Background: an optimization exercise with open tools, aiming at small area, a short achievable clock period and few clock cycles per item. Do not read the settings as production practice.
Where RTL was checked, it was by simulation tests only, not by an equivalence proof against the original.

run 1:
==> flow/design.v (excerpt) <==
module prince_top (
    input  wire         clk       ,
    input  wire         reset     ,
    input  wire         start     ,
    input  wire [191:0] plaintext ,
    input  wire [383:0] key       ,
    output reg          done      ,
    output wire [191:0] ciphertext
);
Size: roughly 0.033 mm² of cells after synthesis.
clock: 6.5 ns
lec_check: 0
cap_margin: 20
core_margin: 2
core_utilization: 55
setup_slack_margin: 2.5
slew_margin: 20
standard.sh (not shown) runs the stock make flow with config.mk's settings and CLKGATE_MAP_FILE= SYNTH_SCRIPT=/design/flow/synth_recipe.tcl, a recipe that flattens the netlist after the stock synthesis.
==> flow/flow/run.sh <==
#!/bin/bash
# Standard ORFS layout with two changes:
#  - synthesis maps the logic with flow/area.abc, an area-oriented ABC script,
#    in place of ORFS's speed script (everything else in the standard
#    synthesis, synth_recipe.tcl, is unchanged, so the registers are the same);
#  - the port buffers that buffer_ports inserts are the smallest plain buffer
#    (repair may still resize them).
set -euo pipefail
work=$(pwd)
{
  echo "proc abc {args} {"
  echo "  set i [lsearch -exact \$args -script]"
  echo "  if {\$i >= 0} { lset args [expr {\$i + 1}] $work/flow/area.abc }"
  echo "  yosys abc {*}\$args"
  echo "}"
  cat synth_recipe.tcl
} > own_synth.tcl
export BUFFER_PORTS_ARGS="-buffer_cell sky130_fd_sc_hd__buf_1"
bash standard.sh SYNTH_SCRIPT="$work/own_synth.tcl" finish > standard_flow.log 2>&1
==> flow/flow/area.abc <==
&get -n
&st
&dch
&nf
&put
Run 1: PASS, flow complete, no timing, DRC or antenna violations
Testbench counts of run 1, summed over its fixed seeds: cycles 7,104, items 192.
Changes in run 2 relative to run 1:
- a change of CORE_UTILIZATION from 55 to 62
==> run summary <==
Side by side, data arrival at the endpoint of the critical path turned out higher in run 2 than in run 1. Of run 1 and run 2, the lower number of instances resized during post-cts repair belongs to run 2. Run 1 → run 2: final worst setup slack -0.096 ns. Re total routed wire length on the met1 layer: run 1 and run 2 aren't equal, and the higher value belongs to run 1.
The inputs of run 3 differ from those of run 2 as listed below.
- SETUP_SLACK_MARGIN changed from 2.5 to 2.65
- CORE_UTILIZATION changed from 62 to 55
### Flow results
Comparing run 3 and run 2, count of buffers not belonging to the clock network in the layout is lower on run 2.
Going from run 2 to run 3, number of global-route vias before repair shrank slightly.
A kind of critical path of in -> reg is what run 3 shows, while reg -> out belongs to run 2.
For run 4, these inputs were changed with respect to run 3:
- SETUP_SLACK_MARGIN changed from 2.65 to 2.2
--- outcome ---
- Pin count of the biggest net entering global routing grows by more than half when moving from run 3 to run 4.
- What run 4 reported for maximum frequency has to be multiplied by 1.11 to get the figure for run 3.
- Sort run 4 and run 3 by proportion of final cell area spent on non-clock buffers asc -> top: run 4
- Run 3 -> run 4: met1 wire length decreased slightly
- Comparing run 4 and run 3, the higher share of cell area taken by multi-input logic gates is on run 4.
- When run 4 is set beside run 3, its wire length after detailed routing turns out to be 2500 µm smaller.
- Run 4 ended with more path length in cells of the critical path than run 3.
- Run 4 drops fewer vias than run 3.

========
== pepper ==
prince_top, a different RTL version from the one above (not shown whole).
Size: about 3700 cells after synthesis, about 770 I/O pins, about 0.031 mm^2 of cells after synthesis.
==> flow/config.mk <==
export PLATFORM = sky130hd
export DESIGN_NAME = prince_top
export DESIGN_NICKNAME = prince_top
export VERILOG_FILES = /design/flow/design.v
export SDC_FILE = /design/flow/constraint.sdc
export NUM_CORES = 4
export LEC_CHECK = 0
export CAP_MARGIN = 20
export CORE_MARGIN = 2
export CORE_UTILIZATION = 55
export SETUP_SLACK_MARGIN = 2.5
export SLEW_MARGIN = 20
==> flow/constraint.sdc <==
create_clock -name core_clock -period 6.5 [get_ports {clk}]
set_input_delay 1.3000 -clock core_clock [delete_from_list [all_inputs] [get_ports {clk}]]
set_output_delay 1.3000 -clock core_clock [all_outputs]
set_load 0.01 [all_outputs]
==> flow/flow/area.abc <==
&get -n
&st
&dch -f
&nf -R 1000
&put
Scripts as last shown in full above: flow/flow/run.sh
Changes in nickel relative to pepper:
==> flow/flow/area.abc <==
&get -n
&st
&dch
&nf
&put
nickel finished every stage and its layout cleared the timing, DRC and antenna checks.
Setup slack (lower): pepper
Looking at end point of the critical path, the ciphertext[45] result is from pepper; the ciphertext[128] one comes from nickel.
In nickel the data arrival time of the worst path turned out 0.07 ns lower than in pepper.
Delta (nickel minus pepper): wire length picked up an extra about 3%; number of inserted diodes picked up an extra 1.
nickel vs pepper, proportion of synthesized area in mux cells went down by 0.80 points.
Utilization in nickel is 5.0 points lower than in pepper
Function was not checked in any run of this note: the RTL went through the layout flow alone.

========
prince_top, a different RTL version from the one above (not shown whole).
Size in the first run: roughly 220 flip-flops, ~38,000 µm² of cells after synthesis.
Settings: LEC_CHECK=0, CAP_MARGIN=20, CORE_MARGIN=2, CORE_UTILIZATION=25, SETUP_SLACK_MARGIN=0.4, SLEW_MARGIN=20; clock period 6.5 ns.
run.sh (not shown) runs the stock make flow with config.mk's settings and CLKGATE_MAP_FILE= SYNTH_SCRIPT=/design/flow/synth_recipe.tcl, a recipe that flattens the netlist after the stock synthesis.
Stock flow here: none of the scripts above is used.
The baseline ran to the end with no violations.
Rerun with:
==> flow/flow/run.sh (new file) <==
#!/bin/bash
# Standard ORFS layout with two changes:
#  - synthesis maps the logic with flow/area.abc, an area-oriented ABC script,
#    in place of ORFS's speed script (everything else in the standard
#    synthesis, synth_recipe.tcl, is unchanged, so the registers are the same);
#  - the port buffers that buffer_ports inserts are the smallest plain buffer
#    (repair may still resize them).
set -euo pipefail
work=$(pwd)
{
  echo "proc abc {args} {"
  echo "  set i [lsearch -exact \$args -script]"
  echo "  if {\$i >= 0} { lset args [expr {\$i + 1}] $work/flow/area.abc }"
  echo "  yosys abc {*}\$args"
  echo "}"
  cat synth_recipe.tcl
} > own_synth.tcl
export BUFFER_PORTS_ARGS="-buffer_cell sky130_fd_sc_hd__buf_1"
bash standard.sh SYNTH_SCRIPT="$work/own_synth.tcl" finish > standard_flow.log 2>&1
==> flow/flow/area.abc (new file) <==
&get -n
&st
&dch
&nf
&put
==> flow/standard.sh (new file) <==
#!/bin/bash
# synth_recipe.tcl (not shown) runs the flow's synth.tcl, then flattens the netlist and writes it again
# the make line also repeats each setting of config.mk as NAME=value (left out here)
make -C /OpenROAD-flow-scripts/flow DESIGN_CONFIG=/design/flow/config.mk WORK_HOME=/design/flow/orfs CLKGATE_MAP_FILE= SYNTH_SCRIPT=/design/flow/synth_recipe.tcl "${@:-finish}"
--- a/flow/config.mk
+++ b/flow/config.mk
@@ -10,2 +10,2 @@
-export CORE_UTILIZATION = 25
-export SETUP_SLACK_MARGIN = 0.4
+export CORE_UTILIZATION = 55
+export SETUP_SLACK_MARGIN = 2.5
removed: flow/run.sh
Die area came out lower by well over a third.
Worst setup slack is better by 1500 ps.
Worst hold slack is worse by 5.2 ps.
Cell count goes down by a quarter to a third.
Via count went down by roughly a tenth.
Fmax grows by well over a third.
Sequential share of layout area rose by 2.5 points.
Rerun with:
==> flow/run.sh (new file) <==
#!/bin/bash
# synth_recipe.tcl (not shown) runs the flow's synth.tcl, then flattens the netlist and writes it again
# the make line also repeats each setting of config.mk as NAME=value (left out here)
make -C /OpenROAD-flow-scripts/flow DESIGN_CONFIG=/design/flow/config.mk WORK_HOME=/design/flow/orfs CLKGATE_MAP_FILE= SYNTH_SCRIPT=/design/flow/synth_recipe.tcl finish
--- a/flow/config.mk
+++ b/flow/config.mk
@@ -11 +11 @@
-export SETUP_SLACK_MARGIN = 2.5
+export SETUP_SLACK_MARGIN = 0.4
removed: flow/flow/run.sh
removed: flow/flow/area.abc
removed: flow/standard.sh
After rerunning: Via count climbs by about 11%; first-iteration DRC count climbs by about 36%; die area climbs by about 16%; count of clock-buffer cells in the layout climbs by 9; final area climbs by 17%; area after synthesis climbs by 17%; core utilization climbs by 0.58 points.
No run of this note included a check of the RTL's function; only the layout flow was run.

========
== build 45 ==
Another version of the RTL of prince_top (not shown whole).
For scale: ~220 flip-flops, about 0.034 mm² of cells after synthesis.
clock: 6.5 ns
lec_check: 0
cap_margin: 20
core_margin: 2
core_utilization: 55
setup_slack_margin: 2.5
slew_margin: 20
standard.sh (not shown) runs the stock make flow with config.mk's settings and CLKGATE_MAP_FILE= SYNTH_SCRIPT=/design/flow/synth_recipe.tcl, a recipe that flattens the netlist after the stock synthesis.
==> flow/flow/run.sh <==
#!/bin/bash
# Standard ORFS layout with two changes:
#  - synthesis maps the logic with flow/area.abc, an area-oriented ABC script,
#    in place of ORFS's speed script (everything else in the standard
#    synthesis, synth_recipe.tcl, is unchanged, so the registers are the same);
#  - the port buffers that buffer_ports inserts are the smallest plain buffer
#    (repair may still resize them).
set -euo pipefail
work=$(pwd)
{
  echo "proc abc {args} {"
  echo "  set i [lsearch -exact \$args -script]"
  echo "  if {\$i >= 0} { lset args [expr {\$i + 1}] $work/flow/area.abc }"
  echo "  yosys abc {*}\$args"
  echo "}"
  cat synth_recipe.tcl
} > own_synth.tcl
export BUFFER_PORTS_ARGS="-buffer_cell sky130_fd_sc_hd__buf_1"
bash standard.sh SYNTH_SCRIPT="$work/own_synth.tcl" finish > standard_flow.log 2>&1
==> flow/flow/area.abc <==
&get -n
&st
&dch
&nf
&put
Testbench counts of build 45, summed over its fixed seeds: cycles 7,296, items 192.
For build 57, these inputs were changed with respect to build 45:
==> flow/run.sh (new file) <==
#!/bin/bash
# synth_recipe.tcl (not shown) runs the flow's synth.tcl, then flattens the netlist and writes it again
# the make line also repeats each setting of config.mk as NAME=value (left out here)
make -C /OpenROAD-flow-scripts/flow DESIGN_CONFIG=/design/flow/config.mk WORK_HOME=/design/flow/orfs CLKGATE_MAP_FILE= SYNTH_SCRIPT=/design/flow/synth_recipe.tcl finish
removed: flow/flow/run.sh
removed: flow/flow/area.abc
removed: flow/standard.sh
==> comparison <==
Instance count after placement with tap cells included for build 57: 13% up relative to build 45
Changes observed in build 57 relative to build 45: placed standard-cell area higher; antenna cell count lower.
Diff build 57..build 45 | sequential cell count | unchanged
Upper clock frequency limit: build 57 better than build 45
Wire length after detailed routing delta for build 57 relative to build 45: 25 mm higher
Input changes introduced in build 52 (baseline for comparison: build 57):
Settings: changing SETUP_SLACK_MARGIN from 2.5 to 3.5.
### Flow results
In the summary table, build 52 is marked failed, with error GRT-0232 raised in global routing. Re number of buffers inserted for hold repair after clock tree synthesis: no difference whatsoever between build 52 and build 57. Against build 57, post-CTS resize count in build 52 rose by more than 100%. Comparing build 52 and build 57, worst slack at placement is lower on build 57. Build 52: number of buffers inserted to repair setup after CTS is 728 higher than what build 57 reported. Diff build 57..build 52 | instance count after placement with tap cells included | negligible. Die height came out exactly the same in build 52 and build 57. Build 52 against build 57: post-synthesis mux area share barely changed, placed instance area +about 3%.
## Diff of input files: build 75 against build 52
Settings: CORE_UTILIZATION changed from 55 to 45; SETUP_SLACK_MARGIN changed from 3.5 to 3.3.
==> flow/flow/run.sh (new file) <==
#!/bin/bash
# Standard ORFS layout with two changes:
#  - synthesis maps the logic with flow/area.abc, an area-oriented ABC script,
#    in place of ORFS's speed script (everything else in the standard
#    synthesis, synth_recipe.tcl, is unchanged, so the registers are the same);
#  - the port buffers that buffer_ports inserts are the smallest plain buffer
#    (repair may still resize them).
set -euo pipefail
work=$(pwd)
{
  echo "proc abc {args} {"
  echo "  set i [lsearch -exact \$args -script]"
  echo "  if {\$i >= 0} { lset args [expr {\$i + 1}] $work/flow/area.abc }"
  echo "  yosys abc {*}\$args"
  echo "}"
  cat synth_recipe.tcl
} > own_synth.tcl
export BUFFER_PORTS_ARGS="-buffer_cell sky130_fd_sc_hd__buf_1"
bash standard.sh SYNTH_SCRIPT="$work/own_synth.tcl" finish > standard_flow.log 2>&1
==> flow/flow/area.abc (new file) <==
&get -n
&st
&dch
&nf
&put
==> flow/standard.sh (new file) <==
#!/bin/bash
# synth_recipe.tcl (not shown) runs the flow's synth.tcl, then flattens the netlist and writes it again
# the make line also repeats each setting of config.mk as NAME=value (left out here)
make -C /OpenROAD-flow-scripts/flow DESIGN_CONFIG=/design/flow/config.mk WORK_HOME=/design/flow/orfs CLKGATE_MAP_FILE= SYNTH_SCRIPT=/design/flow/synth_recipe.tcl "${@:-finish}"
removed: flow/run.sh
### Flow results
- Number of buffers inserted to repair setup after CTS: build 75 and build 52 compared, higher one is build 52
- Per the comparison of build 75 with build 52, die height rose by 5.4 µm; number of cells upsized or downsized after cts shows a reduction of 50%; count of unique library cells instantiated by Yosys went down.
- Build 75 finished every stage and its layout cleared the timing, DRC and antenna checks.
- Between build 75 and build 52, it is build 75 whose final weighted congestion of routability-driven global placement is lower, by 2.8%.
- Across both runs, synthesized area was lower for build 75 than for build 52.
- Summary of the comparison: simple-gate share of the synthesized area is lower in build 75, relative to build 52.
- Compared to build 52, build 75 has synthesized cell count 852 lower.
- Diff build 52 -> build 75 | number of CTS-inserted buffers | up by a little under 10%

========
## north
Starting RTL as in the previous note.
==> flow/config.mk <==
export PLATFORM = sky130hd
export DESIGN_NAME = prince_top
export DESIGN_NICKNAME = prince_top
export VERILOG_FILES = /design/flow/design.v
export SDC_FILE = /design/flow/constraint.sdc
export NUM_CORES = 4
export LEC_CHECK = 0
export CAP_MARGIN = 20
export CORE_MARGIN = 2
export CORE_UTILIZATION = 55
export SETUP_SLACK_MARGIN = 3.0
export SLEW_MARGIN = 20
==> flow/constraint.sdc <==
create_clock -name core_clock -period 6.5 [get_ports {clk}]
set_input_delay 1.3000 -clock core_clock [delete_from_list [all_inputs] [get_ports {clk}]]
set_output_delay 1.3000 -clock core_clock [all_outputs]
set_load 0.01 [all_outputs]
==> flow/flow/run.sh <==
#!/bin/bash
# Standard ORFS layout with two changes:
#  - synthesis maps the logic with flow/area.abc, an area-oriented ABC script,
#    in place of ORFS's speed script (everything else in the standard
#    synthesis, synth_recipe.tcl, is unchanged, so the registers are the same);
#  - the port buffers that buffer_ports inserts are the smallest plain buffer
#    (repair may still resize them).
set -euo pipefail
work=$(pwd)
{
  echo "proc abc {args} {"
  echo "  set i [lsearch -exact \$args -script]"
  echo "  if {\$i >= 0} { lset args [expr {\$i + 1}] $work/flow/area.abc }"
  echo "  yosys abc {*}\$args"
  echo "}"
  cat synth_recipe.tcl
} > own_synth.tcl
export BUFFER_PORTS_ARGS="-buffer_cell sky130_fd_sc_hd__buf_1"
bash standard.sh SYNTH_SCRIPT="$work/own_synth.tcl" finish > standard_flow.log 2>&1
==> flow/flow/area.abc <==
&get -n
&st
&dch
&nf
&put
Testbench counts of north, summed over its fixed seeds: cycles 7,296, items 192.
Modified inputs, south compared to north
==> flow/run.sh (new file) <==
#!/bin/bash
# synth_recipe.tcl (not shown) runs the flow's synth.tcl, then flattens the netlist and writes it again
# the make line also repeats each setting of config.mk as NAME=value (left out here)
make -C /OpenROAD-flow-scripts/flow DESIGN_CONFIG=/design/flow/config.mk WORK_HOME=/design/flow/orfs CLKGATE_MAP_FILE= SYNTH_SCRIPT=/design/flow/synth_recipe.tcl finish
-- flow/config.mk --
<<< north, line 9
export CORE_MARGIN = 2
export CORE_UTILIZATION = 55
export SETUP_SLACK_MARGIN = 3.0
export SLEW_MARGIN = 20
>>> south, line 9
export CORE_MARGIN = 2
export CORE_UTILIZATION = 55
export SETUP_SLACK_MARGIN = 0.4
export SLEW_MARGIN = 20
removed: flow/flow/run.sh
removed: flow/flow/area.abc
removed: flow/standard.sh
Findings:
Between north and south, the flow reports synthesized instance count increasing by more than 10%. On south: final cell count is 499 higher than what north gave. The setup slack of south is smaller than that of north. Summary of south over north: arrival time at the worst endpoint picked up an extra 1350 ps; die area shows an increase of about 17%; hold slack down 7.0 ps. south against north: critical path depth has increased, largest net degree at the start of global routing has increased. Taking north as the reference point, the share of the core filled with cells in the final layout of south falls by 4.2 points. The final clock period utilization by the worst path in south sits 22 points above the value recorded for north.

what the ideal ports hide:
How much do the figures lean on ideal ports? The routed layouts below were timed once more, with nothing changed but the port constraints.
Step 1 assumes that a clkbuf_16 drives the clock port and a buf_2 every other input.
Step 2 adds t to the input delays and takes it off the output delays; t is the mean of the earliest and latest rising clock arrival at the registers after step 1. Input paths then give back, and output paths get back, about the clock's delay inside the block.
Three values: no drivers, after step 1, after step 2; two values: the first two.
| run | t, ns | setup slack, ns | worst setup path after step 2 | cell pins on the clock port's net |
|---|---|---|---|---|
| run 1 | 0.628 | 2.495 / 2.431 / 1.997 | input to register | 1 |
| run 2 | 0.633 | 2.399 / 2.334 / 2.055 | input to register | 1 |
| run 3 | 0.636 | 2.599 / 2.577 / 1.995 | input to register | 1 |
| run 4 | 0.633 | 2.187 / 2.143 / 1.991 | input to register | 1 |
| pepper | 0.639 | 2.406 / 2.336 / 1.891 | input to register | 1 |
| nickel | 0.631 | 2.485 / 2.430 / 1.905 | input to register | 1 |
| the first run of note 3 | 0.641 | 0.893 / 0.818 / 1.247 | input to output | 1 |
| the second run of note 3 | 0.657 | 2.407 / 2.388 / 2.029 | input to register | 1 |
| the third run of note 3 | 0.655 | 1.066 / 0.998 / 1.444 | input to output | 1 |
| build 45 | 0.626 | 2.425 / 2.425 / 2.224 | input to register | 1 |
| build 57 | 0.693 | 2.513 / 2.513 / 1.914 | input to register | 1 |
| build 75 | 0.627 | 3.095 / 3.095 / 2.520 | input to register | 1 |
| north | 0.690 | 2.908 / 2.908 / 2.291 | input to register | 1 |
| south | 0.690 | 1.488 / 1.488 / 1.488 | register to register | 1 |
After both steps every run listed still meets setup and hold. The setup slack of north, which loses most, moves by 0.000 ns with the drivers and by -0.617 ns with both steps.
